From an optimization exercise on the open Yosys and OpenROAD flow, aimed at small area, a short achievable clock period and few clock cycles; shortcuts taken in it are not production practice. Function was checked by simulation only, so behaviour that the tests miss may differ from the original. Power is estimated from default activity; no workload was simulated.

==> flow/design.v (outline; a module is shown in full before it is edited, if it fits) <==
// module rv32i_alu: 39 lines
// module rv32i_register: 19 lines
// module rv32i_csr: 91 lines
// module rv32c_decompress: 372 lines
// module rv32i_core: 359 lines
// module qspi_master: 215 lines
// module mem_ctl: 385 lines
// module cpu_top: 41 lines
module cpu_top (
    input  wire       clk,
    input  wire       rst_n,
    input  wire [1:0] boot_mode,
    output wire       flash_cs_n,
    output wire       ram_cs_n,
    output wire       qspi_sck,
    input  wire [3:0] qspi_io_in,
    output wire [3:0] qspi_io_out,
    output wire [3:0] qspi_io_oe,
    output wire       error_flag
);
  // ...
==> flow/run.sh <==
#!/bin/bash
# synth_recipe.tcl (not shown) runs the flow's synth.tcl, then flattens the netlist and writes it again
# the make line also repeats each setting of config.mk as NAME=value (left out here)
make -C /OpenROAD-flow-scripts/flow DESIGN_CONFIG=/design/flow/config.mk WORK_HOME=/design/flow/orfs CLKGATE_MAP_FILE= SYNTH_SCRIPT=/design/flow/synth_recipe.tcl finish
==> flow/config.mk <==
export PLATFORM = sky130hd
export DESIGN_NAME = cpu_top
export DESIGN_NICKNAME = cpu_top
export VERILOG_FILES = /design/flow/design.v
export SDC_FILE = /design/flow/constraint.sdc
export NUM_CORES = 8
export LEC_CHECK = 0
export CAP_MARGIN = 20
export CORE_MARGIN = 2
export CORE_UTILIZATION = 40
export CTS_CLUSTER_DIAMETER = 80
export CTS_CLUSTER_SIZE = 25
export SETUP_SLACK_MARGIN = 5
export SLEW_MARGIN = 20
==> flow/constraint.sdc <==
create_clock -name core_clock -period 10.0 [get_ports {clk}]
set_input_delay 2.0000 -clock core_clock [delete_from_list [all_inputs] [get_ports {clk}]]
set_output_delay 2.0000 -clock core_clock [all_outputs]
set_load 0.01 [all_outputs]
==> run summary, run 1 <==
* Uppermost routed layer: met5
* Synth Register Bits at 4754
* Outcome: no timing/DRC/antenna violations
* Commonest cells in the netlist: edfxtp_1 (4067), nand2_1 (1905), nor2_1 (1441), o21ai_0 (1237), clkbuf_1 (1149)
* NetSw at 10.2 mW
* Adder-Cell Fraction of Synth Area at 0.00997
* Hold path depth at 0
* Post-DR vias/cell at 6.69
* Root buf cell: clkbuf_16
* # resized after CTS at 584
* Slowest-stage cell, CP: o211ai_1
* XOR/XNOR Fraction of Synth Area at 0.0340
* Relative slew slack at 0.0533
* Worst-Margin Slew at 1.41 ns
* Clock network power at 13.9 mW
* Sequential element share of the synthesized area at 0.599
* Worst path cell trace: buf_4, buf_4, xor2_1, nor4_2, nand3b_1, buf_4, o41ai_2, a211oi_1, and3_1, nand2_8, nor2_1, or3_4, nor2_4, or3_1, o211ai_1, o211ai_1
* Crit path required time at 10.71 ns
* Area contributors post-synth: edfxtp_1 (53%), mux4_2 (6.3%), dfrtp_1 (4.6%), nand2_1 (3.1%), o21ai_0 (2.7%)
* Pin count of the biggest net entering global routing at 95
* TritonCTS Buffers at 296
* Post-route DRC at 0
* Most used cell, CP: buf_4
* Worst r2r src: cpu_core.ld_addr[8]
* Multi-In Gates at 12.0k
* Setup Buffers After CTS at 235
* Fill cell count at 51.3k
* Area of the core at 573000 um^2
* Post-Syn Instances at 18.5k
* Grt ovf at 0
* Register Area at 138000 um^2
Testbench counts, summed over its fixed seeds: cycles 870,103.
==> module rv32i_core, before the edit <==
module rv32i_core (
    input  wire        clk,
    input  wire        rst_n,
    input  wire        mem_init_done,
    output wire [23:0] f_addr,
    output wire [1:0]  f_wl,          
    input  wire        f_hit_lo,      
    input  wire        f_hit_hi,      
    input  wire [15:0] f_lo,
    input  wire [15:0] f_hi,
    output wire        f_req,         
    output wire [23:0] f_req_addr,
    output wire        d_ld,          
    output wire [24:0] d_addr,        
    input  wire        d_hit,
    input  wire [31:0] d_word,
    input  wire        st_ready,      
    output wire        st_valid,
    output wire        st_take,
    output wire [24:0] st_addr,
    output wire [31:0] st_data,
    output wire [2:0]  st_f3,
    output wire        o_error_flag
);
    localparam OP_R = 7'b0110011, OP_I = 7'b0010011, OP_L = 7'b0000011, OP_S = 7'b0100011,
               OP_B = 7'b1100011, OP_JAL = 7'b1101111, OP_JALR = 7'b1100111,
               OP_LUI = 7'b0110111, OP_AUIPC = 7'b0010111, OP_SYS = 7'b1110011,
               OP_FENCE = 7'b0001111;
    reg  [5:0] clr_cnt;
    wire       clearing = ~clr_cnt[5];
    wire       run = ~clearing & mem_init_done;
    reg [23:0] fpc;
    reg [1:0]  fwl;           
    reg        hb_valid;      
    reg [15:0] hb;
    reg [31:0] ir_raw;
    reg [4:0]  ir_ra1, ir_ra2;
    reg [23:0] ir_pc;
    reg        ir_valid;
    reg        ex_valid;
    reg [31:0] ex_ir;
    reg [23:0] ex_pc;
    reg [31:0] ex_a, ex_b, ex_rs2, ex_tgt;
    reg [24:0] ex_link;
    reg [3:0]  ex_alu_op;
    reg        ex_sub, ex_pred, ex_we;
    reg        ex_isR, ex_isI, ex_isL, ex_isS, ex_isB, ex_isJAL, ex_isJALR, ex_isLUI, ex_isAUIPC;
    reg        ex_csr, ex_ill, ex_ecall, ex_ebreak, ex_mret, ex_misal, ex_ctl;
    reg        e_ld;          
    reg [24:0] ld_addr;
    reg [2:0]  ld_f3;
    reg [4:0]  ld_rd;
    reg        ld_is_real;
    reg        ld_ones;       
    reg        error_flag_reg;
    wire [31:0] dec_instr;
    wire        dec_valid;
    rv32c_decompress decomp (.instr_16bit(ir_raw[15:0]), .instr_32bit(dec_instr), .is_valid(dec_valid));
    wire        ir_is16 = ir_raw[1:0] != 2'b11;
    wire        ir_c = ir_is16 & dec_valid;
    wire [31:0] ir = ir_is16 ? (dec_valid ? dec_instr : {16'd0, ir_raw[15:0]}) : ir_raw;
    wire [6:0] opc = ir[6:0];
    wire [2:0] f3  = ir[14:12];
    wire is_R = opc == OP_R, is_I = opc == OP_I, is_L = opc == OP_L, is_S = opc == OP_S,
         is_B = opc == OP_B, is_JAL = opc == OP_JAL, is_JALR = opc == OP_JALR,
         is_LUI = opc == OP_LUI, is_AUIPC = opc == OP_AUIPC, is_SYS = opc == OP_SYS,
         is_FENCE = opc == OP_FENCE;
    wire valid_op = is_R | is_I | is_L | is_S | is_B | is_JAL | is_JALR | is_LUI |
                    is_AUIPC | is_SYS | is_FENCE;
    wire [31:0] imm_i = {{20{ir[31]}}, ir[31:20]};
    wire [31:0] imm_s = {{20{ir[31]}}, ir[31:25], ir[11:7]};
    wire [31:0] imm_b = {{20{ir[31]}}, ir[7], ir[30:25], ir[11:8], 1'b0};
    wire [31:0] imm_u = {ir[31:12], 12'd0};
    wire [31:0] imm_j = {{12{ir[31]}}, ir[19:12], ir[20], ir[30:21], 1'b0};
    wire [31:0] rf1, rf2;
    wire [31:0] wb_data;
    wire        wb_we;
    wire [4:0]  wb_rd;
    wire [1:0] rq  = ir_raw[1:0];
    wire [2:0] rf3 = ir_raw[15:13];
    wire [4:0] ra1 = ir_ra1, ra2 = ir_ra2;
    wire r_cj  = ir_is16 & (rq == 2'b01) & (rf3[1:0] == 2'b01);
    wire r_cb  = ir_is16 & (rq == 2'b01) & (rf3[2:1] == 2'b11);
    wire r_jal = ~ir_is16 & (ir_raw[6:0] == OP_JAL);
    wire r_b   = ~ir_is16 & (ir_raw[6:0] == OP_B);
    wire [31:0] r_imm_cj = {{21{ir_raw[12]}}, ir_raw[8], ir_raw[10:9], ir_raw[6], ir_raw[7], ir_raw[2], ir_raw[11], ir_raw[5:3], 1'b0};
    wire [31:0] r_imm_cb = {{24{ir_raw[12]}}, ir_raw[6:5], ir_raw[2], ir_raw[11:10], ir_raw[4:3], 1'b0};
    wire [31:0] r_imm_j  = {{12{ir_raw[31]}}, ir_raw[19:12], ir_raw[20], ir_raw[30:21], 1'b0};
    wire [31:0] r_imm_b  = {{20{ir_raw[31]}}, ir_raw[7], ir_raw[30:25], ir_raw[11:8], 1'b0};
    wire [31:0] r_imm = ir_is16 ? (rf3[2] & rf3[1] ? r_imm_cb : r_imm_cj) : (ir_raw[2] ? r_imm_j : r_imm_b);
    rv32i_register regfile (
        .clk(clk), .rs1_addr(ra1), .rs2_addr(ra2),
        .rs1_data(rf1), .rs2_data(rf2),
        .rd_addr(wb_rd), .rd_data(wb_data), .rd_we(wb_we)
    );
    wire [4:0]  byp_rd;
    wire        byp_en;
    wire byp1 = byp_en & (byp_rd == ra1) & (ra1 != 5'd0);
    wire byp2 = byp_en & (byp_rd == ra2) & (ra2 != 5'd0);
    wire [31:0] rs1 = byp1 ? wb_data : rf1;
    wire [31:0] rs2 = byp2 ? wb_data : rf2;
    wire [31:0] pc32 = {8'd0, ir_pc};
    wire [31:0] d_a = is_AUIPC ? pc32 : is_LUI ? 32'd0 : rs1;
    wire [31:0] d_b = (is_R | is_B) ? rs2 : is_S ? imm_s : (is_AUIPC | is_LUI) ? imm_u : imm_i;
    wire [3:0]  d_alu_op = is_R ? {ir[30], f3} :
                           is_I ? {(f3 == 3'b101) & ir[30], f3} : 4'b0000;
    wire        d_sub = is_B | ((is_R | is_I) & (f3 == 3'b010 || f3 == 3'b011)) |
                        (is_R & ir[30] & (f3 == 3'b000));
    wire [31:0] d_tgt = pc32 + r_imm;
    wire [24:0] d_link = {1'b0, ir_pc} + (ir_is16 ? 25'd2 : 25'd4);
    wire        d_sys0 = is_SYS & (f3 == 3'b000);
    wire        d_pred = (r_jal | r_cj | (r_b & ir_raw[31]) | (r_cb & ir_raw[12])) & ~ir_pc[0];
    wire        d_ctl  = is_B | is_JAL | is_JALR | d_sys0;
    wire        d_csr  = is_SYS & (f3 != 3'b000);
    wire        d_we   = is_R | is_I | is_LUI | is_AUIPC | is_JAL | is_JALR |
                         (d_csr & (ir[11:7] != 5'd0));
    wire [31:0] alu_res, alu_sum;
    wire        alu_eq, alu_lt, alu_ltu;
    rv32i_alu alu (
        .op(ex_alu_op), .a(ex_a), .b(ex_b), .result(alu_res), .sum(alu_sum),
        .eq(alu_eq), .lt(alu_lt), .ltu(alu_ltu), .sub(ex_sub)
    );
    wire [2:0] e_f3 = ex_ir[14:12];
    reg br_taken;
    always @(*) begin
        case (e_f3)
            3'b000: br_taken = alu_eq;
            3'b001: br_taken = ~alu_eq;
            3'b100: br_taken = alu_lt;
            3'b101: br_taken = ~alu_lt;
            3'b110: br_taken = alu_ltu;
            3'b111: br_taken = ~alu_ltu;
            default: br_taken = 1'b0;
        endcase
    end
    wire [31:0] mem_addr = alu_sum;
    wire ld_misal = ex_isL & (((e_f3 == 3'b010) & (mem_addr[1:0] != 2'b00)) |
                              (((e_f3 == 3'b001) | (e_f3 == 3'b101)) & mem_addr[0]));
    wire st_misal = ex_isS & (((e_f3 == 3'b010) & (mem_addr[1:0] != 2'b00)) |
                              ((e_f3 == 3'b001) & mem_addr[0]));
    wire exc = ex_misal | ld_misal | st_misal | ex_ill | ex_ecall | ex_ebreak;
    wire [3:0] exc_cause = ex_misal ? 4'd0 : ld_misal ? 4'd4 : st_misal ? 4'd6 :
                           ex_ill ? 4'd2 : ex_ecall ? 4'd11 : 4'd3;
    wire [31:0] exc_val = ex_misal ? ((ex_isB & ~br_taken) ? {7'd0, ex_link} : ex_tgt) :
                          ex_ill ? ex_ir : (ld_misal | st_misal) ? mem_addr :
                          ex_ebreak ? {8'd0, ex_pc} : 32'd0;
    wire e_first = ex_valid & ~e_ld;
    wire a_flash = mem_addr[31:24] == 8'h00;
    wire a_psram = mem_addr[31:24] == 8'h01;
    wire a_periph = (mem_addr[31:12] >= 20'h40000) & (mem_addr[31:12] <= 20'h40005) & (mem_addr[11:8] == 4'h0);
    wire ld_real = (e_f3 == 3'b000) | (e_f3 == 3'b001) | (e_f3 == 3'b010) | (e_f3 == 3'b100) | (e_f3 == 3'b101);
    wire st_real = ld_real;
    wire st_wait = ex_isS & ~st_ready;
    assign st_valid = e_first & ex_isS & ~exc & st_ready & st_real & a_psram;
    assign st_take  = e_first & ex_isS & st_ready;      
    assign st_addr  = {a_psram, mem_addr[23:0]};
    assign st_data  = ex_rs2;
    assign st_f3    = e_f3;
    wire ld_go   = e_first & ex_isL & ~exc;
    wire trap    = e_first & exc;
    wire do_mret = e_first & ex_mret;
    wire br_fix  = e_first & ~exc & ex_isB & (br_taken != ex_pred);
    wire do_jalr = e_first & ~exc & ex_isJALR;
    wire exc_fast = ex_misal | ex_ill | ex_ecall | ex_ebreak;
    wire e_base_redir = trap | do_mret | do_jalr;
    wire e_isbr = e_first & ~exc_fast & ex_isB;
    wire redir_T = e_base_redir | (e_isbr & ~ex_pred);
    wire redir_N = e_base_redir | (e_isbr & ex_pred);
    wire ld_need = e_ld & ld_is_real;
    assign d_ld   = ld_need;
    assign d_addr = ld_addr;
    wire ld_look = e_ld & (~ld_need | d_hit);
    wire ld_done = ld_look;
    wire [31:0] ld_word = ld_need ? d_word : {32{ld_ones}};
    wire [31:0] wsh = ld_word >> {ld_addr[1:0], 3'b000};
    reg  [31:0] ld_val;
    always @(*) begin
        case (ld_f3)
            3'b000: ld_val = {{24{wsh[7]}}, wsh[7:0]};
            3'b001: ld_val = {{16{wsh[15]}}, wsh[15:0]};
            3'b010: ld_val = wsh;
            3'b100: ld_val = {24'd0, wsh[7:0]};
            3'b101: ld_val = {16'd0, wsh[15:0]};
            default: ld_val = 32'd0;
        endcase
    end
    wire e_done = (e_first & ~exc & ~ex_isL & ~st_wait) | trap | ld_done;
    wire [31:0] csr_rdata;
    wire [23:0] mtvec, mepc;
    rv32i_csr csr_file (
        .clk(clk), .rst_n(rst_n),
        .csr_addr(ex_ir[31:20]), .csr_op(e_f3), .csr_src(ex_a), .csr_zimm(ex_ir[19:15]),
        .csr_we(e_first & ex_csr), .csr_rdata(csr_rdata),
        .trap(trap), .trap_cause(exc_cause), .trap_pc(ex_pc), .trap_val(exc_val),
        .mret(do_mret), .mtvec_out(mtvec), .mepc_out(mepc)
    );
    wire [31:0] e_res = (ex_isR | ex_isI) ? alu_res :
                        (ex_isLUI | ex_isAUIPC) ? alu_sum :
                        (ex_isJAL | ex_isJALR) ? {7'd0, ex_link} : csr_rdata;
    wire e_we = e_first & ~ex_misal & ex_we;       
    assign wb_we   = clearing | ld_done | e_we;
    assign wb_rd   = clearing ? clr_cnt[4:0] : e_ld ? ld_rd : ex_ir[11:7];
    assign wb_data = clearing ? 32'd0 : e_ld ? ld_val : e_res;
    assign byp_rd  = e_ld ? ld_rd : ex_ir[11:7];
    assign byp_en  = e_ld | (e_first & ex_we);
    wire [23:0] tgt_base = trap ? mtvec : do_mret ? mepc : {alu_sum[23:1], 1'b0};
    wire [23:0] tgt_T = e_base_redir ? tgt_base : ex_tgt[23:0];
    wire [23:0] tgt_N = e_base_redir ? tgt_base : ex_link[23:0];
    wire ex_free = ~ex_valid | e_done;
    wire d_go    = run & ir_valid & ex_free;
    wire f_is32  = f_lo[1:0] == 2'b11;
    wire f_cross = ~fpc[0] & fpc[1] & (fpc[3:2] == 2'b11);
    wire [15:0] f_first  = hb_valid ? hb : f_lo;
    wire [15:0] f_second = hb_valid ? f_lo : f_hi;
    wire        f16 = f_first[1:0] != 2'b11;
    wire [2:0]  ff3 = f_first[15:13];
    reg  [4:0]  f_ra1, f_ra2;
    always @(*) begin
        if (!f16) begin
            f_ra1 = {f_second[3:0], f_first[15]};
            f_ra2 = f_second[8:4];
        end else begin
            case (f_first[1:0])
                2'b00: f_ra1 = (ff3 == 3'b000) ? 5'd2 : {2'b01, f_first[9:7]};
                2'b01: f_ra1 = (ff3 == 3'b000) ? f_first[11:7] : (ff3 == 3'b010) ? 5'd0 :
                               (ff3 == 3'b011) ? 5'd2 : {2'b01, f_first[9:7]};
                default: f_ra1 = ((ff3 == 3'b010) || (ff3 == 3'b110)) ? 5'd2 :
                                 ((ff3 == 3'b100) && !f_first[12] && (f_first[6:2] != 5'd0)) ? 5'd0 : f_first[11:7];
            endcase
            case (f_first[1:0])
                2'b00: f_ra2 = {2'b01, f_first[4:2]};
                2'b01: f_ra2 = (ff3[2:1] == 2'b11) ? 5'd0 : {2'b01, f_first[4:2]};
                default: f_ra2 = f_first[6:2];
            endcase
        end
    end
    reg         f_ok;
    reg         f_hb_load;
    reg  [31:0] f_instr;
    reg  [1:0]  f_adv;       
    always @(*) begin
        f_ok = 1'b0; f_hb_load = 1'b0; f_adv = 2'd1;
        f_instr = {f_hi, f_lo};
        if (hb_valid) begin
            f_ok = f_hit_lo;
            f_instr = {f_lo, hb};
        end else if (!f_is32) begin
            f_ok = f_hit_lo;
        end else if (f_cross) begin
            f_hb_load = f_hit_lo;
        end else begin
            f_ok = f_hit_lo & f_hit_hi;
            f_adv = 2'd2;
        end
    end
    wire [23:0] fpc_p2 = fpc + 24'd2;
    wire [23:0] fpc_p4 = fpc + 24'd4;
    wire [1:0]  wl_p2 = fpc_p2[3:2] + {1'b0, fpc_p2[1]};
    wire [1:0]  wl_p4 = fpc_p4[3:2] + {1'b0, fpc_p4[1]};
    reg [23:0] nfpc [0:1];
    reg [1:0]  nwl [0:1];
    reg        nirv [0:1], nhbv [0:1], nexv [0:1];
    reg        x_redir, x_dadv, x_dred, x_fload;
    reg [23:0] x_tgt;
    integer x;
    always @(*) begin
        for (x = 0; x < 2; x = x + 1) begin
            x_redir = x ? redir_T : redir_N;
            x_tgt   = x ? tgt_T : tgt_N;
            x_dadv  = d_go & ~x_redir;
            x_dred  = x_dadv & d_pred;
            x_fload = run & f_ok & (~ir_valid | x_dadv) & ~x_redir & ~x_dred;
            nexv[x] = x_redir ? 1'b0 : x_dadv ? 1'b1 : e_done ? 1'b0 : ex_valid;
            if (x_redir) begin
                nfpc[x] = x_tgt; nhbv[x] = 1'b0; nirv[x] = 1'b0;
                nwl[x] = x_tgt[3:2] + {1'b0, x_tgt[1]};
            end else if (x_dred) begin
                nfpc[x] = d_tgt[23:0]; nhbv[x] = 1'b0; nirv[x] = 1'b0;
                nwl[x] = d_tgt[3:2] + {1'b0, d_tgt[1]};
            end else if (x_fload) begin
                nfpc[x] = f_adv[1] ? fpc_p4 : fpc_p2; nhbv[x] = 1'b0; nirv[x] = 1'b1;
                nwl[x] = f_adv[1] ? wl_p4 : wl_p2;
            end else begin
                nirv[x] = x_dadv ? 1'b0 : ir_valid;
                if (f_hb_load & run) begin
                    nfpc[x] = fpc_p2; nhbv[x] = 1'b1; nwl[x] = wl_p2;
                end else begin
                    nfpc[x] = fpc; nhbv[x] = hb_valid; nwl[x] = fwl;
                end
            end
        end
    end
    wire bt = br_taken;
    assign f_addr = fpc;
    assign f_wl = fwl;
    assign f_req  = run & ~f_ok & ~f_hb_load & ~(ex_valid & ex_ctl) & ~(ir_valid & d_ctl);
    assign f_req_addr = (f_hit_lo & ~hb_valid) ? {fpc[23:4], fpc[3:2] + 2'd1, 2'b00} : fpc;
    always @(posedge clk or negedge rst_n) begin
        if (!rst_n) begin
            clr_cnt <= 6'd1;
            fpc <= 24'd0;
            fwl <= 2'd0;
            hb_valid <= 1'b0;
            ir_valid <= 1'b0;
            ex_valid <= 1'b0;
            e_ld <= 1'b0;
            error_flag_reg <= 1'b0;
        end else begin
            if (clearing) clr_cnt <= clr_cnt + 6'd1;
            if (e_first & ex_ill) error_flag_reg <= 1'b1;
            if (ld_go) e_ld <= 1'b1;
            else if (ld_look) e_ld <= 1'b0;
            ex_valid <= bt ? nexv[1] : nexv[0];
            fpc      <= bt ? nfpc[1] : nfpc[0];
            fwl      <= bt ? nwl[1] : nwl[0];
            hb_valid <= bt ? nhbv[1] : nhbv[0];
            ir_valid <= bt ? nirv[1] : nirv[0];
        end
    end
    always @(posedge clk) begin
        if (f_ok & (~ir_valid | d_go)) begin
            ir_raw <= f_instr;
            ir_ra1 <= f_ra1;
            ir_ra2 <= f_ra2;
            ir_pc <= hb_valid ? fpc - 24'd2 : fpc;
        end
        if (f_hb_load) hb <= f_lo;
        if (d_go) begin
            ex_ir <= ir;
            ex_pc <= ir_pc;
            ex_a <= d_a;
            ex_b <= d_b;
            ex_rs2 <= rs2;
            ex_tgt <= d_tgt;
            ex_link <= d_link;
            ex_alu_op <= d_alu_op;
            ex_sub <= d_sub;
            ex_pred <= d_pred;
            ex_we <= d_we;
            ex_isR <= is_R; ex_isI <= is_I; ex_isL <= is_L; ex_isS <= is_S; ex_isB <= is_B;
            ex_isJAL <= is_JAL; ex_isJALR <= is_JALR; ex_isLUI <= is_LUI; ex_isAUIPC <= is_AUIPC;
            ex_csr <= d_csr;
            ex_ctl <= is_B | is_JALR | d_sys0;
            ex_ill <= ~valid_op;
            ex_ecall <= d_sys0 & (ir[31:20] == 12'h000);
            ex_ebreak <= d_sys0 & (ir[31:20] == 12'h001);
            ex_mret <= d_sys0 & (ir[31:20] == 12'h302);
            ex_misal <= (is_B | is_JAL) & ir_pc[0];
        end
        if (ld_go) begin
            ld_addr <= {a_psram, mem_addr[23:0]};
            ld_f3 <= e_f3;
            ld_rd <= ex_ir[11:7];
            ld_is_real <= ld_real & (a_flash | a_psram);
            ld_ones <= ~a_periph;
        end
    end
    assign o_error_flag = error_flag_reg;
endmodule
==> module qspi_master, before the edit <==
module qspi_master (
    input  wire        clk,
    input  wire        rst_n,
    input  wire [1:0]  boot_mode,
    output reg         init_done,
    input  wire        start,         
    input  wire [1:0]  kind,          
    input  wire [23:0] addr,
    input  wire [2:0]  nwords,        
    input  wire [4:0]  wbytes_m1,     
    output reg  [4:0]  wnib_idx,      
    input  wire [3:0]  wnib,          
    output wire        idle,
    output reg         rd_valid,      
    output wire [31:0] rd_word,       
    output reg  [1:0]  rd_idx,        
    output reg         sck,
    output reg         cs_f,
    output reg         cs_r,
    output reg  [3:0]  io_out,
    output reg  [3:0]  io_oe,
    input  wire [3:0]  io_in
);
    localparam S_RST = 4'd0, S_INITF = 4'd1, S_GAP = 4'd2, S_INITR = 4'd3, S_IDLE = 4'd4,
               S_CMD = 4'd5, S_ADDR = 4'd6, S_DUMMY = 4'd7, S_WR = 4'd8, S_RD = 4'd9,
               S_END = 4'd10;
    reg [3:0]  state;
    reg [4:0]  cnt;
    reg [31:0] osr;
    reg [7:0]  bsr;           
    reg [1:0]  bm;
    reg        flash_cont;
    reg        is_write;
    reg        is_flash;
    reg [31:0] isr;
    reg [2:0]  ncap;          
    reg        s1, s2, s3;
    reg [2:0]  nw;
    reg [4:0]  nb;
    assign idle = (state == S_IDLE);
    wire strobe = (state == S_RD) & ~sck;
    wire cap = (bm == 2'd0) ? strobe : (bm == 2'd1) ? s1 : (bm == 2'd2) ? s2 : s3;
    assign rd_word = {isr[7:0], isr[15:8], isr[23:16], isr[31:24]};
    wire [31:0] seq = (kind == 2'd0) ? {addr, 8'hA0} : {(kind == 2'd2) ? 8'h38 : 8'hEB, addr};
    always @(posedge clk or negedge rst_n) begin
        if (!rst_n) begin
            state <= S_RST;
            init_done <= 1'b0;
            cnt <= 5'd0;
            osr <= 32'd0;
            bsr <= 8'd0;
            bm <= 2'd0;
            flash_cont <= 1'b0;
            is_write <= 1'b0;
            is_flash <= 1'b0;
            isr <= 32'd0;
            ncap <= 3'd0;
            s1 <= 1'b0; s2 <= 1'b0; s3 <= 1'b0;
            nw <= 3'd0;
            nb <= 5'd0;
            wnib_idx <= 5'd0;
            rd_valid <= 1'b0;
            rd_idx <= 2'd0;
            sck <= 1'b0;
            cs_f <= 1'b1;
            cs_r <= 1'b1;
            io_out <= 4'd0;
            io_oe <= 4'd0;
        end else begin
            s1 <= strobe; s2 <= s1; s3 <= s2;
            rd_valid <= 1'b0;
            if (cap) begin
                isr <= {isr[27:0], io_in};
                ncap <= ncap + 3'd1;
                if (ncap == 3'd7) rd_valid <= 1'b1;
            end
            if (rd_valid) rd_idx <= rd_idx + 2'd1;
            case (state)
                S_RST: begin
                    bm <= boot_mode;
                    cs_f <= 1'b0; sck <= 1'b1; io_out <= 4'h0; io_oe <= 4'hf;
                    cnt <= 5'd7;
                    state <= S_INITF;
                end
                S_INITF, S_INITR: begin
                    sck <= ~sck;
                    if (sck) begin
                        if (cnt == 5'd0) begin
                            cs_f <= 1'b1; cs_r <= 1'b1; io_oe <= 4'h0;
                            state <= (state == S_INITF) ? S_GAP : S_END;
                            cnt <= 5'd0;
                        end else begin
                            cnt <= cnt - 5'd1;
                            io_out <= {4{bsr[7]}};
                            bsr <= {bsr[6:0], 1'b0};
                        end
                    end
                end
                S_GAP: begin
                    cs_r <= 1'b0; sck <= 1'b1; io_out <= 4'h0; io_oe <= 4'hf;    
                    bsr <= 8'h6a;                                              
                    cnt <= 5'd7;
                    state <= S_INITR;
                end
                S_IDLE: begin
                    init_done <= 1'b1;
                    if (start) begin
                        is_write <= (kind == 2'd2);
                        is_flash <= (kind == 2'd0);
                        nw <= nwords;
                        nb <= wbytes_m1;
                        wnib_idx <= 5'd0;
                        sck <= 1'b1;
                        io_oe <= 4'hf;
                        ncap <= 3'd0;
                        rd_idx <= 2'd0;
                        cnt <= 5'd7;
                        if (kind == 2'd0) cs_f <= 1'b0; else cs_r <= 1'b0;
                        if (kind == 2'd0 && !flash_cont) begin
                            io_out <= 4'h1;             
                            bsr <= 8'hd6;               
                            osr <= seq;
                            state <= S_CMD;
                        end else begin
                            io_out <= seq[31:28];
                            osr <= {seq[27:0], 4'h0};
                            state <= S_ADDR;
                        end
                    end
                end
                S_CMD: begin
                    sck <= ~sck;
                    if (sck) begin
                        if (cnt == 5'd0) begin
                            io_out <= osr[31:28];
                            osr <= {osr[27:0], 4'h0};
                            cnt <= 5'd7;
                            state <= S_ADDR;
                        end else begin
                            cnt <= cnt - 5'd1;
                            io_out <= {3'b000, bsr[7]};
                            bsr <= {bsr[6:0], 1'b0};
                        end
                    end
                end
                S_ADDR: begin
                    sck <= ~sck;
                    if (sck) begin
                        if (cnt == 5'd0) begin
                            if (is_write) begin
                                io_out <= wnib;
                                wnib_idx <= wnib_idx + 5'd1;
                                cnt <= {nb[3:0], 1'b1};
                                state <= S_WR;
                            end else begin
                                io_oe <= 4'h0;
                                if (is_flash) flash_cont <= 1'b1;
                                cnt <= is_flash ? 5'd3 : 5'd5;
                                state <= S_DUMMY;
                            end
                        end else begin
                            cnt <= cnt - 5'd1;
                            io_out <= osr[31:28];
                            osr <= {osr[27:0], 4'h0};
                        end
                    end
                end
                S_DUMMY: begin
                    sck <= ~sck;
                    if (sck) begin
                        if (cnt == 5'd0) begin
                            cnt <= {nw, 3'b000} - 5'd1;
                            state <= S_RD;
                        end else begin
                            cnt <= cnt - 5'd1;
                        end
                    end
                end
                S_WR: begin
                    sck <= ~sck;
                    if (sck) begin
                        if (cnt == 5'd0) begin
                            cs_r <= 1'b1; io_oe <= 4'h0;
                            cnt <= 5'd0;
                            state <= S_END;
                        end else begin
                            cnt <= cnt - 5'd1;
                            io_out <= wnib;
                            wnib_idx <= wnib_idx + 5'd1;
                        end
                    end
                end
                S_RD: begin
                    sck <= ~sck;
                    if (!sck) begin
                        if (cnt == 5'd0) begin
                            cs_f <= 1'b1; cs_r <= 1'b1;
                            sck <= 1'b0;
                            cnt <= {3'd0, bm};
                            state <= S_END;
                        end else begin
                            cnt <= cnt - 5'd1;
                        end
                    end
                end
                S_END: begin
                    sck <= 1'b0;
                    if (cnt == 5'd0) state <= S_IDLE;
                    else cnt <= cnt - 5'd1;
                end
                default: state <= S_IDLE;
            endcase
        end
    end
endmodule
==> module mem_ctl, before the edit <==
module mem_ctl #(
    parameter IC_SETS = 1,
    parameter IC_WAYS = 7,
    parameter DC_SETS = 1,
    parameter DC_WAYS = 10
) (
    input  wire        clk,
    input  wire        rst_n,
    input  wire [1:0]  boot_mode,
    output wire        init_done,
    input  wire [23:0] f_addr,
    input  wire [1:0]  f_wl,
    output wire        f_hit_lo,
    output wire        f_hit_hi,
    output wire [15:0] f_lo,
    output wire [15:0] f_hi,
    input  wire        f_req,
    input  wire [23:0] f_req_addr,
    input  wire        d_ld,
    input  wire [24:0] d_addr,
    output wire        d_hit,
    output wire [31:0] d_word,
    output wire        st_ready,
    input  wire        st_valid,
    input  wire        st_take,
    input  wire [24:0] st_addr,
    input  wire [31:0] st_data,
    input  wire [2:0]  st_f3,
    output wire        flash_cs_n,
    output wire        ram_cs_n,
    output wire        spi_sclk,
    input  wire [3:0]  spi_io_in,
    output wire [3:0]  spi_io_out,
    output wire [3:0]  spi_io_oe
);
    function integer lg2(input integer v);
        integer t;
        begin
            lg2 = 0;
            for (t = 1; t < v; t = t * 2) lg2 = lg2 + 1;
        end
    endfunction
    localparam ISB = (IC_SETS > 1) ? lg2(IC_SETS) : 1;
    localparam DSB = (DC_SETS > 1) ? lg2(DC_SETS) : 1;
    localparam ISL = lg2(IC_SETS);    
    localparam DSL = lg2(DC_SETS);
    localparam IWB = (IC_WAYS > 1) ? lg2(IC_WAYS) : 1;
    localparam DWB = (DC_WAYS > 1) ? lg2(DC_WAYS) : 1;
    localparam ITW = 20 - ISL;           
    localparam DTW = 21 - DSL;           
    localparam IL = IC_SETS * IC_WAYS;
    localparam DL = DC_SETS * DC_WAYS;
    wire        q_idle, q_rd_valid;
    wire        q_fsel;                  
    wire [31:0] q_rd_word;
    wire [1:0]  q_rd_idx;
    reg         q_start;
    reg  [1:0]  q_kind;
    reg  [23:0] q_addr;
    reg  [2:0]  q_nwords;
    reg         wb_valid;
    reg  [24:0] wb_addr;
    reg  [31:0] wb_data;
    reg  [2:0]  wb_f3;
    reg  [1:0]   bv, bc;              
    reg  [19:0]  bl [0:1];
    reg  [3:0]   blo [0:1];
    reg  [3:0]   bhi [0:1];
    reg  [127:0] bd [0:1];
    reg          bo;                  
    reg          bf;                  
    wire [4:0]   q_wnib_idx;
    wire [4:0]   fl_pos = {1'b0, blo[bf]} + {1'b0, q_wnib_idx[4:1]};
    wire [7:0]   fl_byte = bd[bf][fl_pos[3:0]*8 +: 8];
    wire [3:0]   q_wnib = q_wnib_idx[0] ? fl_byte[3:0] : fl_byte[7:4];
    qspi_master bus (
        .clk(clk), .rst_n(rst_n), .boot_mode(boot_mode), .init_done(init_done),
        .start(q_start), .kind(q_kind), .addr(q_addr), .nwords(q_nwords),
        .wbytes_m1({1'b0, bhi[q_fsel]} - {1'b0, blo[q_fsel]}), .wnib_idx(q_wnib_idx), .wnib(q_wnib),
        .idle(q_idle), .rd_valid(q_rd_valid), .rd_word(q_rd_word),
        .rd_idx(q_rd_idx),
        .sck(spi_sclk), .cs_f(flash_cs_n), .cs_r(ram_cs_n), .io_out(spi_io_out),
        .io_oe(spi_io_oe), .io_in(spi_io_in)
    );
    localparam O_NONE = 2'd0, O_WB = 2'd1, O_D = 2'd2, O_I = 2'd3;
    reg  [1:0]  owner;
    reg         owner_u;                  
    wire i_busy = ~q_idle & (owner == O_I);
    wire d_busy = ~q_idle & (owner == O_D);
    reg  i_req_q, d_req_q;
    reg [31:0]    ic_data [0:IL*4-1];
    reg [ITW-1:0] ic_tag  [0:IL-1];
    reg [3:0]     ic_vw   [0:IL-1];
    reg [IWB-1:0] ic_rr   [0:IC_SETS-1];
    wire [ISB-1:0] fi_set = (IC_SETS > 1) ? f_addr[4+ISB-1:4] : {ISB{1'b0}};
    wire [1:0]     fi_w   = f_addr[3:2];
    wire [ITW-1:0] fi_tag = f_addr[23:4+ISL];
    reg  [IC_WAYS-1:0] fi_tm;
    reg  [3:0]  fi_vw;
    reg  [15:0] fi_H, fi_L;
    reg  [IWB-1:0] fi_way;
    reg  [15:0] lsel;
    integer a;
    always @(*) begin
        fi_vw = 4'd0; fi_H = 16'd0; fi_L = 16'd0; fi_way = {IWB{1'b0}};
        for (a = 0; a < IC_WAYS; a = a + 1) begin
            fi_tm[a] = (ic_tag[fi_set * IC_WAYS + a] == fi_tag) && (ic_vw[fi_set * IC_WAYS + a] != 4'd0);
            lsel = ic_data[(fi_set * IC_WAYS + a) * 4 + f_wl][15:0];
            if (fi_tm[a]) begin
                fi_vw = fi_vw | ic_vw[fi_set * IC_WAYS + a];
                fi_H  = fi_H | ic_data[(fi_set * IC_WAYS + a) * 4 + fi_w][31:16];
                fi_L  = fi_L | lsel;
                fi_way = fi_way | a[IWB-1:0];
            end
        end
    end
    wire fi_any = |fi_tm;
    reg  [31:0] u_word;
    reg  [23:0] u_addr;
    reg         u_valid;
    wire        u_hit = u_valid & (u_addr == f_addr);
    assign f_hit_lo = f_addr[0] ? u_hit : fi_vw[fi_w];
    assign f_hit_hi = f_addr[0] ? u_hit :
                      (f_addr[1] ? ((fi_w != 2'd3) & fi_vw[f_wl]) : fi_vw[fi_w]);
    assign f_lo = f_addr[0] ? u_word[15:0]  : f_addr[1] ? fi_H : fi_L;
    assign f_hi = f_addr[0] ? u_word[31:16] : f_addr[1] ? fi_L : fi_H;
    reg [31:0]    dc_data [0:DL*4-1];
    reg [DTW-1:0] dc_tag  [0:DL-1];
    reg [3:0]     dc_vw   [0:DL-1];
    reg [DWB-1:0] dc_rr   [0:DC_SETS-1];
    wire [DSB-1:0] dp_set = (DC_SETS > 1) ? d_addr[4+DSB-1:4] : {DSB{1'b0}};
    wire [1:0]     dp_w   = d_addr[3:2];
    wire [DTW-1:0] dp_tag = d_addr[24:4+DSL];
    reg  [DC_WAYS-1:0] dp_tm;
    reg  [3:0]  dp_vw;
    reg  [31:0] dp_word;
    reg  [DWB-1:0] dp_way;
    always @(*) begin
        dp_vw = 4'd0; dp_word = 32'd0; dp_way = {DWB{1'b0}};
        for (a = 0; a < DC_WAYS; a = a + 1) begin
            dp_tm[a] = (dc_tag[dp_set * DC_WAYS + a] == dp_tag) && (dc_vw[dp_set * DC_WAYS + a] != 4'd0);
            if (dp_tm[a]) begin
                dp_vw = dp_vw | dc_vw[dp_set * DC_WAYS + a];
                dp_word = dp_word | dc_data[(dp_set * DC_WAYS + a) * 4 + dp_w];
                dp_way = dp_way | a[DWB-1:0];
            end
        end
    end
    wire dp_any = |dp_tm;
    reg    su_valid;          
    assign d_hit  = dp_vw[dp_w] & ~su_valid;
    assign d_word = dp_word;
    reg            st_upd;
    wire [DSB-1:0] ws_set = (DC_SETS > 1) ? wb_addr[4+DSB-1:4] : {DSB{1'b0}};
    wire [1:0]     ws_w   = wb_addr[3:2];
    wire [DTW-1:0] ws_tag = wb_addr[24:4+DSL];
    reg  [DC_WAYS-1:0] ws_tm;
    reg  [3:0]  ws_vw;
    reg  [DWB-1:0] ws_way;
    always @(*) begin
        ws_vw = 4'd0; ws_way = {DWB{1'b0}};
        for (a = 0; a < DC_WAYS; a = a + 1) begin
            ws_tm[a] = (dc_tag[ws_set * DC_WAYS + a] == ws_tag) && (dc_vw[ws_set * DC_WAYS + a] != 4'd0);
            if (ws_tm[a]) begin
                ws_vw = ws_vw | dc_vw[ws_set * DC_WAYS + a];
                ws_way = ws_way | a[DWB-1:0];
            end
        end
    end
    wire        ws_any   = |ws_tm;
    wire        ws_sw    = (wb_f3[1:0] == 2'b10);
    wire        ws_odd_h = (wb_f3 == 3'b101) & wb_addr[0];
    reg  [3:0]  ws_be;
    always @(*) begin
        case (wb_f3[1:0])
            2'b00:   ws_be = 4'b0001 << wb_addr[1:0];
            2'b01:   ws_be = wb_addr[1] ? 4'b1100 : 4'b0011;
            default: ws_be = 4'b1111;
        endcase
    end
    wire [31:0] ws_lanes = (wb_f3[1:0] == 2'b00) ? {4{wb_data[7:0]}} :
                           (wb_f3[1:0] == 2'b01) ? {2{wb_data[15:0]}} : wb_data;
    wire ws_write = ~ws_odd_h & ws_any & (ws_vw[ws_w] | ws_sw);
    reg            su_write, su_setvw, su_inval;
    reg  [DWB-1:0] su_way;
    assign st_ready = ~wb_valid & ~st_upd & ~su_valid & ~d_busy & ~d_req_q;
    wire [3:0]  s_lo = wb_addr[3:0];
    wire [4:0]  s_hi5 = {1'b0, wb_addr[3:0]} + ((wb_f3[1:0] == 2'b00) ? 5'd0 : (wb_f3[1:0] == 2'b01) ? 5'd1 : 5'd3);
    reg         s_cross;                                   
    reg  [3:0]  s_hi;
    reg  [15:0] s_be;
    wire        m_ok = bv[bo] & ~bc[bo] & (bl[bo] == wb_addr[23:4]) & ~s_cross &
                       ({1'b0, s_lo} <= {1'b0, bhi[bo]} + 5'd1) & ({1'b0, s_hi} + 5'd1 >= {1'b0, blo[bo]});
    wire        o_free = ~bv[bo];
    wire        x_free = ~bv[~bo];
    wire        s_go   = wb_valid & ~st_upd & ~s_cross & (m_ok | o_free | x_free) & ~(q_start & q_is_wr & (q_fsel == bo) & ~o_free);
    wire        s_goc  = wb_valid & ~st_upd & s_cross & ~bv[0] & ~bv[1];
    wire [31:0] s_lanes = (wb_f3[1:0] == 2'b10) ? wb_data :
                          (wb_f3[1:0] == 2'b00) ? {4{wb_data[7:0]}} :
                          wb_addr[0] ? {wb_data[7:0], wb_data[15:8], wb_data[7:0], wb_data[15:8]} :
                                       {2{wb_data[15:0]}};
    wire        s_tb = (m_ok | o_free) ? bo : ~bo;           
    integer j;
    wire d_miss = d_ld & ~dp_vw[dp_w] & ~su_valid;
    wire [2:0] d_nw = 3'd4 - {1'b0, d_addr[3:2]};
    wire [2:0] i_nw = f_req_addr[0] ? 3'd1 : 3'd4 - {1'b0, f_req_addr[3:2]};
    reg  wr_act;                                              
    wire wr_done = wr_act & q_idle;
    wire [1:0] bve = bv & ~({1'b0, wr_done} << bf);           
    wire b_old  = bve[~bo];                                   
    wire b_now  = bve[bo] & (bc[bo] | d_req_q | ~i_req_q);    
    wire d_conf = wb_valid | (bv[0] & (bl[0] == d_addr[23:4]) & d_addr[24]) |
                             (bv[1] & (bl[1] == d_addr[23:4]) & d_addr[24]);
    wire d_go   = d_req_q & ~d_conf;
    wire i_go   = i_req_q & ~d_req_q;
    wire q_is_wr = ~d_go & ~i_go & (b_old | b_now);
    assign q_fsel = b_old ? ~bo : bo;
    always @(*) begin
        q_start = 1'b0; q_kind = 2'd0; q_nwords = i_nw;
        q_addr = f_req_addr[0] ? f_req_addr : {f_req_addr[23:2], 2'b00};
        if (d_go) begin
            q_kind = d_addr[24] ? 2'd1 : 2'd0; q_addr = {d_addr[23:2], 2'b00}; q_nwords = d_nw;
        end else if (q_is_wr) begin
            q_kind = 2'd2; q_addr = {bl[q_fsel], blo[q_fsel]};
        end
        if (q_idle & init_done & (q_is_wr | d_go | i_go)) q_start = 1'b1;
    end
    wire start_d = q_start & d_go;
    wire start_i = q_start & i_go;
    wire [IWB-1:0] i_alloc = fi_any ? fi_way : ic_rr[fi_set];
    wire [DWB-1:0] d_alloc = dp_any ? dp_way : dc_rr[dp_set];
    reg  [lg2(IL)-1:0] ifill_l;
    reg  [lg2(DL)-1:0] dfill_l;
    reg  [1:0] ifill_w, dfill_w;
    integer k;
    always @(posedge clk or negedge rst_n) begin
        if (!rst_n) begin
            owner <= O_NONE;
            owner_u <= 1'b0;
            i_req_q <= 1'b0;
            d_req_q <= 1'b0;
            wb_valid <= 1'b0;
            bv <= 2'b00;
            bc <= 2'b00;
            bo <= 1'b0;
            bf <= 1'b0;
            wr_act <= 1'b0;
            st_upd <= 1'b0;
            su_valid <= 1'b0;
            su_write <= 1'b0;
            su_setvw <= 1'b0;
            su_inval <= 1'b0;
            su_way <= {DWB{1'b0}};
            u_valid <= 1'b0;
            for (k = 0; k < IL; k = k + 1) ic_vw[k] <= 4'd0;
            for (k = 0; k < DL; k = k + 1) dc_vw[k] <= 4'd0;
            for (k = 0; k < IC_SETS; k = k + 1) ic_rr[k] <= {IWB{1'b0}};
            for (k = 0; k < DC_SETS; k = k + 1) dc_rr[k] <= {DWB{1'b0}};
        end else begin
            i_req_q <= f_req & ~i_busy;
            d_req_q <= d_miss & ~d_busy;
            st_upd <= st_valid;
            su_valid <= st_upd;
            if (st_upd) begin
                su_write <= ws_write;
                su_setvw <= ~ws_odd_h & ws_any & ws_sw;
                su_inval <= ws_odd_h;
                su_way <= ws_way;
            end
            if (wr_done) begin
                bv[bf] <= 1'b0; bc[bf] <= 1'b0; wr_act <= 1'b0;
            end
            if (q_start) begin
                if (q_is_wr) begin
                    owner <= O_WB;
                    bf <= q_fsel;
                    bc[q_fsel] <= 1'b1;
                    wr_act <= 1'b1;
                end
                else if (d_req_q) owner <= O_D;
                else begin owner <= O_I; owner_u <= f_req_addr[0]; end
            end
            if (start_d) begin
                d_req_q <= 1'b0;
                if (!dp_any) begin
                    dc_vw[dp_set * DC_WAYS + d_alloc] <= 4'd0;
                    dc_rr[dp_set] <= (dc_rr[dp_set] == DC_WAYS - 1) ? {DWB{1'b0}} : dc_rr[dp_set] + 1'b1;
                end
            end
            if (start_i) begin
                i_req_q <= 1'b0;
                if (f_req_addr[0]) u_valid <= 1'b0;
                else if (!fi_any) begin
                    ic_vw[fi_set * IC_WAYS + i_alloc] <= 4'd0;
                    ic_rr[fi_set] <= (ic_rr[fi_set] == IC_WAYS - 1) ? {IWB{1'b0}} : ic_rr[fi_set] + 1'b1;
                end
            end
            if (st_valid) wb_valid <= 1'b1;
            if (s_go) begin
                wb_valid <= 1'b0;
                if (m_ok) ;
                else if (o_free) bv[bo] <= 1'b1;
                else begin
                    bc[bo] <= 1'b1; bv[~bo] <= 1'b1; bo <= ~bo;
                end
            end
            if (s_goc) begin
                wb_valid <= 1'b0;
                bv <= 2'b11; bc <= 2'b11; bo <= 1'b1;    
            end
            if (q_start && q_is_wr && q_fsel == bo) bo <= ~bo;
            if (q_rd_valid && owner == O_I) begin
                if (owner_u) u_valid <= 1'b1;
                else ic_vw[ifill_l][ifill_w] <= 1'b1;
            end
            if (q_rd_valid && owner == O_D)
                dc_vw[dfill_l][dfill_w] <= 1'b1;
            if (su_valid) begin
                if (su_inval) begin
                    for (k = 0; k < DL; k = k + 1) dc_vw[k] <= 4'd0;
                end else if (su_setvw) begin
                    dc_vw[ws_set * DC_WAYS + su_way][ws_w] <= 1'b1;
                end
            end
        end
    end
    integer b;
    always @(posedge clk) begin
        if (st_upd) begin
            s_cross <= s_hi5[4];
            s_hi <= s_hi5[3:0];
            for (j = 0; j < 16; j = j + 1)
                s_be[j] <= (j[3:0] >= s_lo) && (j[4:0] <= s_hi5);
        end
        if (st_take) begin
            wb_addr <= st_addr;
            wb_data <= st_data;
            wb_f3 <= st_f3;
        end
        if (s_go) begin
            if (m_ok) begin
                if (s_lo < blo[bo]) blo[bo] <= s_lo;
                if (s_hi > bhi[bo]) bhi[bo] <= s_hi;
            end else begin
                bl[s_tb] <= wb_addr[23:4];
                blo[s_tb] <= s_lo;
                bhi[s_tb] <= s_hi;
            end
            for (j = 0; j < 16; j = j + 1)
                if (s_be[j]) bd[s_tb][j*8 +: 8] <= s_lanes[(j % 4)*8 +: 8];
        end
        if (s_goc) begin
            bl[0] <= wb_addr[23:4]; blo[0] <= 4'd15; bhi[0] <= 4'd15;
            bd[0] <= {wb_data[7:0], 120'd0};
            bl[1] <= wb_addr[23:4] + 20'd1; blo[1] <= 4'd0; bhi[1] <= 4'd0;
            bd[1] <= {120'd0, wb_data[15:8]};
        end
        if (start_d) begin
            dfill_l <= dp_set * DC_WAYS + d_alloc;
            dfill_w <= d_addr[3:2];
            dc_tag[dp_set * DC_WAYS + d_alloc] <= dp_tag;
        end
        if (start_i) begin
            ifill_l <= fi_set * IC_WAYS + i_alloc;
            ifill_w <= f_req_addr[3:2];
            if (!f_req_addr[0]) ic_tag[fi_set * IC_WAYS + i_alloc] <= fi_tag;
            u_addr <= f_req_addr;
        end
        if (q_rd_valid && owner == O_I) begin
            if (owner_u) u_word <= q_rd_word;
            else begin
                ic_data[ifill_l * 4 + ifill_w] <= q_rd_word;
                ifill_w <= ifill_w + 2'd1;
            end
        end
        if (q_rd_valid && owner == O_D) begin
            dc_data[dfill_l * 4 + dfill_w] <= q_rd_word;
            dfill_w <= dfill_w + 2'd1;
        end
        if (su_valid && su_write) begin
            for (b = 0; b < 4; b = b + 1)
                if (ws_be[b]) dc_data[(ws_set * DC_WAYS + su_way) * 4 + ws_w][b*8 +: 8] <= ws_lanes[b*8 +: 8];
        end
    end
endmodule
==> module cpu_top, before the edit <==
module cpu_top (
    input  wire       clk,
    input  wire       rst_n,
    input  wire [1:0] boot_mode,
    output wire       flash_cs_n,
    output wire       ram_cs_n,
    output wire       qspi_sck,
    input  wire [3:0] qspi_io_in,
    output wire [3:0] qspi_io_out,
    output wire [3:0] qspi_io_oe,
    output wire       error_flag
);
    wire        init_done;
    wire [23:0] f_addr, f_req_addr;
    wire [1:0]  f_wl;
    wire        f_hit_lo, f_hit_hi, f_req;
    wire [15:0] f_lo, f_hi;
    wire        d_ld, d_hit, st_ready, st_valid, st_take;
    wire [24:0] d_addr, st_addr;
    wire [31:0] d_word, st_data;
    wire [2:0]  st_f3;
    rv32i_core cpu_core (
        .clk(clk), .rst_n(rst_n), .mem_init_done(init_done),
        .f_addr(f_addr), .f_wl(f_wl), .f_hit_lo(f_hit_lo), .f_hit_hi(f_hit_hi), .f_lo(f_lo), .f_hi(f_hi),
        .f_req(f_req), .f_req_addr(f_req_addr),
        .d_ld(d_ld), .d_addr(d_addr), .d_hit(d_hit), .d_word(d_word),
        .st_ready(st_ready), .st_valid(st_valid), .st_take(st_take), .st_addr(st_addr), .st_data(st_data),
        .st_f3(st_f3),
        .o_error_flag(error_flag)
    );
    mem_ctl mem_ctrl (
        .clk(clk), .rst_n(rst_n), .boot_mode(boot_mode), .init_done(init_done),
        .f_addr(f_addr), .f_wl(f_wl), .f_hit_lo(f_hit_lo), .f_hit_hi(f_hit_hi), .f_lo(f_lo), .f_hi(f_hi),
        .f_req(f_req), .f_req_addr(f_req_addr),
        .d_ld(d_ld), .d_addr(d_addr), .d_hit(d_hit), .d_word(d_word),
        .st_ready(st_ready), .st_valid(st_valid), .st_take(st_take), .st_addr(st_addr), .st_data(st_data),
        .st_f3(st_f3),
        .flash_cs_n(flash_cs_n), .ram_cs_n(ram_cs_n), .spi_sclk(qspi_sck),
        .spi_io_in(qspi_io_in), .spi_io_out(qspi_io_out), .spi_io_oe(qspi_io_oe)
    );
endmodule
==> run 2: changes to the inputs <==
--- a/flow/design.v
+++ b/flow/design.v
@@ -526,4 +526,5 @@
     output wire [23:0] f_addr,
     output wire [1:0]  f_wl,          
+    output wire        f_move,        
     input  wire        f_hit_lo,      
     input  wire        f_hit_hi,      
@@ -556,4 +557,6 @@
     reg [15:0] hb;
     reg [31:0] ir_raw;
+    reg        ir_btb;        
+    reg        ir_nobtb;      
     reg [4:0]  ir_ra1, ir_ra2;
     reg [23:0] ir_pc;
@@ -779,7 +782,26 @@
     wire [1:0]  wl_p2 = fpc_p2[3:2] + {1'b0, fpc_p2[1]};
     wire [1:0]  wl_p4 = fpc_p4[3:2] + {1'b0, fpc_p4[1]};
+    localparam NB = 2;
+    reg [NB-1:0] bt_v;
+    reg [22:0]   bt_pc [0:NB-1];
+    reg [22:0]   bt_tg [0:NB-1];
+    reg [1:0]    bt_w  [0:NB-1];
+    reg          bt_rr;
+    reg          bt_hit;
+    reg [22:0]   bt_t;
+    reg [1:0]    bt_tw;
+    integer bi;
+    always @(*) begin
+        bt_hit = 1'b0; bt_t = 23'd0; bt_tw = 2'd0;
+        for (bi = 0; bi < NB; bi = bi + 1)
+            if (bt_v[bi] && bt_pc[bi] == fpc[23:1]) begin
+                bt_hit = 1'b1; bt_t = bt_t | bt_tg[bi]; bt_tw = bt_tw | bt_w[bi];
+            end
+    end
+    wire f_pred = bt_hit & ~hb_valid & ~fpc[0];
+    wire bt_ins = d_go & d_pred & ~ir_btb & ~ir_nobtb;
     reg [23:0] nfpc [0:1];
     reg [1:0]  nwl [0:1];
-    reg        nirv [0:1], nhbv [0:1], nexv [0:1];
+    reg        nirv [0:1], nhbv [0:1], nexv [0:1], nmove [0:1];
     reg        x_redir, x_dadv, x_dred, x_fload;
     reg [23:0] x_tgt;
@@ -790,7 +812,8 @@
             x_tgt   = x ? tgt_T : tgt_N;
             x_dadv  = d_go & ~x_redir;
-            x_dred  = x_dadv & d_pred;
+            x_dred  = x_dadv & d_pred & ~ir_btb;
             x_fload = run & f_ok & (~ir_valid | x_dadv) & ~x_redir & ~x_dred;
             nexv[x] = x_redir ? 1'b0 : x_dadv ? 1'b1 : e_done ? 1'b0 : ex_valid;
+            nmove[x] = x_redir | x_dred | x_fload | (f_hb_load & run);
             if (x_redir) begin
                 nfpc[x] = x_tgt; nhbv[x] = 1'b0; nirv[x] = 1'b0;
@@ -800,6 +823,6 @@
                 nwl[x] = d_tgt[3:2] + {1'b0, d_tgt[1]};
             end else if (x_fload) begin
-                nfpc[x] = f_adv[1] ? fpc_p4 : fpc_p2; nhbv[x] = 1'b0; nirv[x] = 1'b1;
-                nwl[x] = f_adv[1] ? wl_p4 : wl_p2;
+                nfpc[x] = f_pred ? {bt_t, 1'b0} : f_adv[1] ? fpc_p4 : fpc_p2; nhbv[x] = 1'b0; nirv[x] = 1'b1;
+                nwl[x] = f_pred ? bt_tw : f_adv[1] ? wl_p4 : wl_p2;
             end else begin
                 nirv[x] = x_dadv ? 1'b0 : ir_valid;
@@ -815,4 +838,5 @@
     assign f_addr = fpc;
     assign f_wl = fwl;
+    assign f_move = bt ? nmove[1] : nmove[0];
     assign f_req  = run & ~f_ok & ~f_hb_load & ~(ex_valid & ex_ctl) & ~(ir_valid & d_ctl);
     assign f_req_addr = (f_hit_lo & ~hb_valid) ? {fpc[23:4], fpc[3:2] + 2'd1, 2'b00} : fpc;
@@ -827,5 +851,11 @@
             e_ld <= 1'b0;
             error_flag_reg <= 1'b0;
+            bt_v <= {NB{1'b0}};
+            bt_rr <= 1'b0;
         end else begin
+            if (bt_ins) begin
+                bt_v[bt_rr] <= 1'b1;
+                bt_rr <= ~bt_rr;
+            end
             if (clearing) clr_cnt <= clr_cnt + 6'd1;
             if (e_first & ex_ill) error_flag_reg <= 1'b1;
@@ -842,4 +872,6 @@
         if (f_ok & (~ir_valid | d_go)) begin
             ir_raw <= f_instr;
+            ir_btb <= f_pred;
+            ir_nobtb <= hb_valid | fpc[0];
             ir_ra1 <= f_ra1;
             ir_ra2 <= f_ra2;
@@ -847,4 +879,9 @@
         end
         if (f_hb_load) hb <= f_lo;
+        if (bt_ins) begin
+            bt_pc[bt_rr] <= ir_pc[23:1];
+            bt_tg[bt_rr] <= d_tgt[23:1];
+            bt_w[bt_rr]  <= d_tgt[3:2] + {1'b0, d_tgt[1]};
+        end
         if (d_go) begin
             ex_ir <= ir;
@@ -918,5 +955,6 @@
     reg [2:0]  nw;
     reg [4:0]  nb;
-    assign idle = (state == S_IDLE);
+    wire can_start = (state == S_IDLE) | ((state == S_END) & (cnt == 5'd0) & init_done);
+    assign idle = can_start;
     wire strobe = (state == S_RD) & ~sck;
     wire cap = (bm == 2'd0) ? strobe : (bm == 2'd1) ? s1 : (bm == 2'd2) ? s2 : s3;
@@ -956,4 +994,27 @@
             end
             if (rd_valid) rd_idx <= rd_idx + 2'd1;
+            if (can_start && start) begin
+                        is_write <= (kind == 2'd2);
+                        is_flash <= (kind == 2'd0);
+                        nw <= nwords;
+                        nb <= wbytes_m1;
+                        wnib_idx <= 5'd0;
+                        sck <= 1'b1;
+                        io_oe <= 4'hf;
+                        ncap <= 3'd0;
+                        rd_idx <= 2'd0;
+                        cnt <= 5'd7;
+                        if (kind == 2'd0) cs_f <= 1'b0; else cs_r <= 1'b0;
+                        if (kind == 2'd0 && !flash_cont) begin
+                            io_out <= 4'h1;             
+                            bsr <= 8'hd6;               
+                            osr <= seq;
+                            state <= S_CMD;
+                        end else begin
+                            io_out <= seq[31:28];
+                            osr <= {seq[27:0], 4'h0};
+                            state <= S_ADDR;
+                        end
+            end else
             case (state)
                 S_RST: begin
@@ -985,27 +1046,4 @@
                 S_IDLE: begin
                     init_done <= 1'b1;
-                    if (start) begin
-                        is_write <= (kind == 2'd2);
-                        is_flash <= (kind == 2'd0);
-                        nw <= nwords;
-                        nb <= wbytes_m1;
-                        wnib_idx <= 5'd0;
-                        sck <= 1'b1;
-                        io_oe <= 4'hf;
-                        ncap <= 3'd0;
-                        rd_idx <= 2'd0;
-                        cnt <= 5'd7;
-                        if (kind == 2'd0) cs_f <= 1'b0; else cs_r <= 1'b0;
-                        if (kind == 2'd0 && !flash_cont) begin
-                            io_out <= 4'h1;             
-                            bsr <= 8'hd6;               
-                            osr <= seq;
-                            state <= S_CMD;
-                        end else begin
-                            io_out <= seq[31:28];
-                            osr <= {seq[27:0], 4'h0};
-                            state <= S_ADDR;
-                        end
-                    end
                 end
                 S_CMD: begin
@@ -1106,4 +1144,5 @@
     input  wire [23:0] f_addr,
     input  wire [1:0]  f_wl,
+    input  wire        f_move,        
     output wire        f_hit_lo,
     output wire        f_hit_hi,
@@ -1181,6 +1220,6 @@
     reg  [1:0]  owner;
     reg         owner_u;                  
-    wire i_busy = ~q_idle & (owner == O_I);
-    wire d_busy = ~q_idle & (owner == O_D);
+    wire i_busy = (~q_idle | q_rd_valid) & (owner == O_I);
+    wire d_busy = (~q_idle | q_rd_valid) & (owner == O_D);
     reg  i_req_q, d_req_q;
     reg [31:0]    ic_data [0:IL*4-1];
@@ -1212,7 +1251,7 @@
     wire fi_any = |fi_tm;
     reg  [31:0] u_word;
-    reg  [23:0] u_addr;
-    reg         u_valid;
-    wire        u_hit = u_valid & (u_addr == f_addr);
+    reg         u_valid;           
+    reg         u_live;            
+    wire        u_hit = u_valid;
     assign f_hit_lo = f_addr[0] ? u_hit : fi_vw[fi_w];
     assign f_hit_hi = f_addr[0] ? u_hit :
@@ -1348,4 +1387,5 @@
             su_way <= {DWB{1'b0}};
             u_valid <= 1'b0;
+            u_live <= 1'b0;
             for (k = 0; k < IL; k = k + 1) ic_vw[k] <= 4'd0;
             for (k = 0; k < DL; k = k + 1) dc_vw[k] <= 4'd0;
@@ -1385,5 +1425,5 @@
             if (start_i) begin
                 i_req_q <= 1'b0;
-                if (f_req_addr[0]) u_valid <= 1'b0;
+                if (f_req_addr[0]) begin u_valid <= 1'b0; u_live <= 1'b1; end
                 else if (!fi_any) begin
                     ic_vw[fi_set * IC_WAYS + i_alloc] <= 4'd0;
@@ -1392,4 +1432,5 @@
             end
             if (st_valid) wb_valid <= 1'b1;
+            if (f_move) begin u_valid <= 1'b0; u_live <= 1'b0; end
             if (s_go) begin
                 wb_valid <= 1'b0;
@@ -1406,5 +1447,5 @@
             if (q_start && q_is_wr && q_fsel == bo) bo <= ~bo;
             if (q_rd_valid && owner == O_I) begin
-                if (owner_u) u_valid <= 1'b1;
+                if (owner_u) u_valid <= u_live & ~f_move;
                 else ic_vw[ifill_l][ifill_w] <= 1'b1;
             end
@@ -1460,5 +1501,4 @@
             ifill_w <= f_req_addr[3:2];
             if (!f_req_addr[0]) ic_tag[fi_set * IC_WAYS + i_alloc] <= fi_tag;
-            u_addr <= f_req_addr;
         end
         if (q_rd_valid && owner == O_I) begin
@@ -1494,4 +1534,5 @@
     wire [23:0] f_addr, f_req_addr;
     wire [1:0]  f_wl;
+    wire        f_move;
     wire        f_hit_lo, f_hit_hi, f_req;
     wire [15:0] f_lo, f_hi;
@@ -1502,5 +1543,5 @@
     rv32i_core cpu_core (
         .clk(clk), .rst_n(rst_n), .mem_init_done(init_done),
-        .f_addr(f_addr), .f_wl(f_wl), .f_hit_lo(f_hit_lo), .f_hit_hi(f_hit_hi), .f_lo(f_lo), .f_hi(f_hi),
+        .f_addr(f_addr), .f_wl(f_wl), .f_move(f_move), .f_hit_lo(f_hit_lo), .f_hit_hi(f_hit_hi), .f_lo(f_lo), .f_hi(f_hi),
         .f_req(f_req), .f_req_addr(f_req_addr),
         .d_ld(d_ld), .d_addr(d_addr), .d_hit(d_hit), .d_word(d_word),
@@ -1511,5 +1552,5 @@
     mem_ctl mem_ctrl (
         .clk(clk), .rst_n(rst_n), .boot_mode(boot_mode), .init_done(init_done),
-        .f_addr(f_addr), .f_wl(f_wl), .f_hit_lo(f_hit_lo), .f_hit_hi(f_hit_hi), .f_lo(f_lo), .f_hi(f_hi),
+        .f_addr(f_addr), .f_wl(f_wl), .f_move(f_move), .f_hit_lo(f_hit_lo), .f_hit_hi(f_hit_hi), .f_lo(f_lo), .f_hi(f_hi),
         .f_req(f_req), .f_req_addr(f_req_addr),
         .d_ld(d_ld), .d_addr(d_addr), .d_hit(d_hit), .d_word(d_word),
--- a/flow/config.mk
+++ b/flow/config.mk
@@ -9,6 +9,6 @@
 export CORE_MARGIN = 2
 export CORE_UTILIZATION = 40
-export CTS_CLUSTER_DIAMETER = 80
-export CTS_CLUSTER_SIZE = 25
+export CTS_CLUSTER_DIAMETER = 70
+export CTS_CLUSTER_SIZE = 20
 export SETUP_SLACK_MARGIN = 5
 export SLEW_MARGIN = 20
==> run summary, run 2 <==
* Pin count of the biggest net entering global routing at 129 (was 95)
* Total track usage at 0.329 (was 0.323)
* Setup TNS at 0 ns (unchanged)
* Worst Path Arrival at 6.03 ns (was 5.89 ns)
* Ys Warns at 50 (was 49)
* Fill cell count at 52.1k (was 51.3k)
* Worst r2r src: mem_ctrl.dc_vw[3][0] (was cpu_core.ld_addr[8])
* RSZ-0062 raised after global routing: yes (unchanged)
* H-tree depth at 5 (unchanged)
* Crit path required time at 10.78 ns (was 10.71 ns)
* Fin worst setup slack at 4.74 ns (was 4.82 ns)
* Syn Nets at 18.9k (was 18.7k)
* Synth Register Bits at 4832 (was 4754)
* Grt ovf at 0 (unchanged)
* Part of the cycle the worst path needs at 0.526 (was 0.518)
* TritonCTS Buffers at 356 (was 296)
* Top flop regs: mem_ctrl.dc_data x1280, cpu_core.regfile.regs x992, mem_ctrl.ic_data x896 (unchanged)
* PwrDens at 158 nW/um^2 (was 154 nW/um^2)
* Worst-Margin Slew at 1.28 ns (was 1.41 ns)
* # rows at 280 (was 278)
* Post-DR vias/cell at 6.78 (was 6.69)
* TritonCTS clock tree: built (unchanged)
* Post-Syn Instances at 18.7k (was 18.5k)
* Global-route wire length before repair at 1370 mm (was 1330 mm)
* Clk buf depth at 4 (unchanged)
* Leak at 89.0 nW (was 88.0 nW)
* Relative slew slack at 0.137 (was 0.0533)
* Leading cell type in the layout, fill and taps excluded: edfxtp_1 (unchanged)
* # setup viols final at 0 (unchanged)
* Synth Flop Type: edfxtp_1 (unchanged)
* Count of different cell masters after synthesis at 128 (was 114)
* Sequential share of power at 0.557 (was 0.572)
* Final wirelength at 1020 mm (was 983 mm)
* Area contributors post-synth: edfxtp_1 (53%), mux4_2 (5.6%), dfrtp_1 (4.6%), nand2_1 (3.1%), o21ai_0 (2.6%) (was edfxtp_1 (53%), mux4_2 (6.3%), dfrtp_1 (4.6%), nand2_1 (3.1%), o21ai_0 (2.7%))
* Antenna violations before repair at 83 (was 84)
* Post-route DRC at 0 (unchanged)
* NetSw at 10.6 mW (was 10.2 mW)
* Clock latency (worst-skew pair) at 1.12 ns (was 1.09 ns)
* Post-Syn Area at 234000 um^2 (was 230000 um^2)
* Outcome: no timing/DRC/antenna violations (unchanged)
* Root buf cell: clkbuf_16 (unchanged)
* Min cycle time layout at 5.26 ns (was 5.18 ns)
* Largest Register: mem_ctrl.dc_data (unchanged)
* Achievable Freq at 190 MHz (was 193 MHz)
* Die height at 768 um (was 763 um)
* Sequential element share of the synthesized area at 0.601 (was 0.599)
* Area of the core at 582000 um^2 (was 573000 um^2)
* Commonest cells in the netlist: edfxtp_1 (4141), nand2_1 (1903), nor2_1 (1292), o21ai_0 (1236), clkbuf_1 (1062) (was edfxtp_1 (4067), nand2_1 (1905), nor2_1 (1441), o21ai_0 (1237), clkbuf_1 (1149))
* Max VDD drop at 0.223 mV (was 0.187 mV)
## run 2: power groups by stage
| stage | clock [mW] | sequential, mW | combinational, mW |
|---|---|---|---|
| 2_1_floorplan | 0 | 23.5 | 2.05 |
| 3_3_place_gp | 0 | 23.8 | 2.72 |
| 3_5_place_dp | 0 | 23.8 | 2.86 |
| 4_1_cts | 15.7 | 23.4 | 2.87 |
| 5_1_grt | 16.4 | 23.4 | 3.27 |
| 6_report | 15.6 | 23.4 | 2.93 |
## run 2: cells by family after synthesis
| kind of cell | after synthesis | share of synthesized area |
|---|---|---|
| and+or+nand+nor | 4927 | 0.0961 |
| adders and majority gates | 180 | 0.00983 |
| muxes | 1432 | 0.0948 |
| AOI/OAI and AO/OA | 4669 | 0.133 |
| DFF | 4832 | 0.601 |
| buffers and inverters | 1754 | 0.0313 |
| xor gates and xnor gates | 907 | 0.0340 |
## run 2: cell type report
class	instances	area (um^2)	area share
flip-flops and latches	4832	140000	0.530
multi-input cells	12100	90200	0.341
repair buffers	1089	11300	0.0426
well taps	7755	9700	0.0366
clock buffers	388	9130	0.0345
clock inverters	233	2930	0.0111
inverters	245	953	0.00360
diodes	50	125	0.000472
repair inverters	10	72.6	0.000274
## run 2: path summary, 6_finish.rpt
path | to | slack, ns | depth (start not counted)
setup / recovery | cpu_core.ex_b[20] | 4.74 | 18
hold / removal | mem_ctrl.bus.s2 | 0.38 | 0
setup reg to reg | cpu_core.ex_b[20] | 4.74 | 18
hold reg to reg | mem_ctrl.bus.s2 | 0.38 | 0
max in group asynchronous | cpu_core.csr_file.mtime[9] | 6.99 | 3
min in group asynchronous | cpu_core.clr_cnt[2] | 0.82 | 1
## run 2: what timing repair did
action,in CTS,in global routing
pin swaps,98,113
setup endpoints to repair,3407,2141
gates cloned,38,26
resized for setup,541,308
hold buffers,0,0
setup buffers,197,126
## run 2: worst max-delay path, cell delays in order, from the launching register on
cell       delay (ns)
dfrtp_2          0.45
nor4_4           0.33
buf_6            0.19
nor3_4           0.05
nand3_4          0.15
nor2_4           0.07
buf_12           0.14
buf_6            0.12
a222oi_1         0.78
nand3_1          0.18
buf_6            0.19
o311ai_4         0.36
nor2_4           0.10
o311a_4          0.51
buf_4            0.20
o21ai_2          0.23
o21ai_4          0.23
o2bb2ai_1        0.36
a21o_1           0.27
## run 2: per-layer routing
layer  global-route usage  vias up  share of wire
li1                     -    72000              -
met1                0.432    89900           0.36
met2                0.472    15300           0.41
met3                0.109     3781           0.14
met4                0.196       69          0.079
met5              0.00901        -         0.0013
## run 2: metrics by stage
| stage | utilization | power, mW | std cells | hold slack, ns | instance area (um^2) |
|---|---|---|---|---|---|
| finish | 0.455 | 41.9 | 26700 | 0.376 | 265000 |
| global route | 0.455 | 43.0 | 26700 | 0.392 | 265000 |
| CTS | 0.450 | 41.9 | 26500 | 0.378 | 261000 |
| detailed placement | 0.420 | 26.7 | 25700 | 0.363 | 244000 |
| global placement | 0.420 | 26.5 | 25700 | 0.354 | 244000 |
| floorplan | - | 25.5 | 18700 | 0.349 | 234000 |
Testbench counts of run 2, summed over its fixed seeds: cycles 834,486.

## afterwards: timing with drivers on the ports
How much do the figures lean on ideal ports? The routed layouts below were timed once more, with nothing changed but the port constraints.
Step 1 sets driving cells, clkbuf_16 on the clock port and buf_2 on the other inputs (assumed; they add their load-dependent delay and slew).
Step 2 times the ports against the registers' clock, not the clock port: input delays grow and output delays shrink by t, the midpoint of the rising clock arrivals with the driver on.
Slacks: no drivers / after step 1 / after step 2; pairs: no drivers / after step 1.
run	t, ns	setup WS [ns]	hold slack, ns	worst register clock-pin slew, ns	worst data-port slew with drivers (ns)
run 1	1.188	4.824 / 4.824 / 4.824	0.377 / 0.377 / 0.377	0.11 / 0.11	0.06
run 2	1.185	4.745 / 4.745 / 4.745	0.376 / 0.376 / 0.376	0.09 / 0.09	0.09
After both steps setup and hold are still met in every run listed.
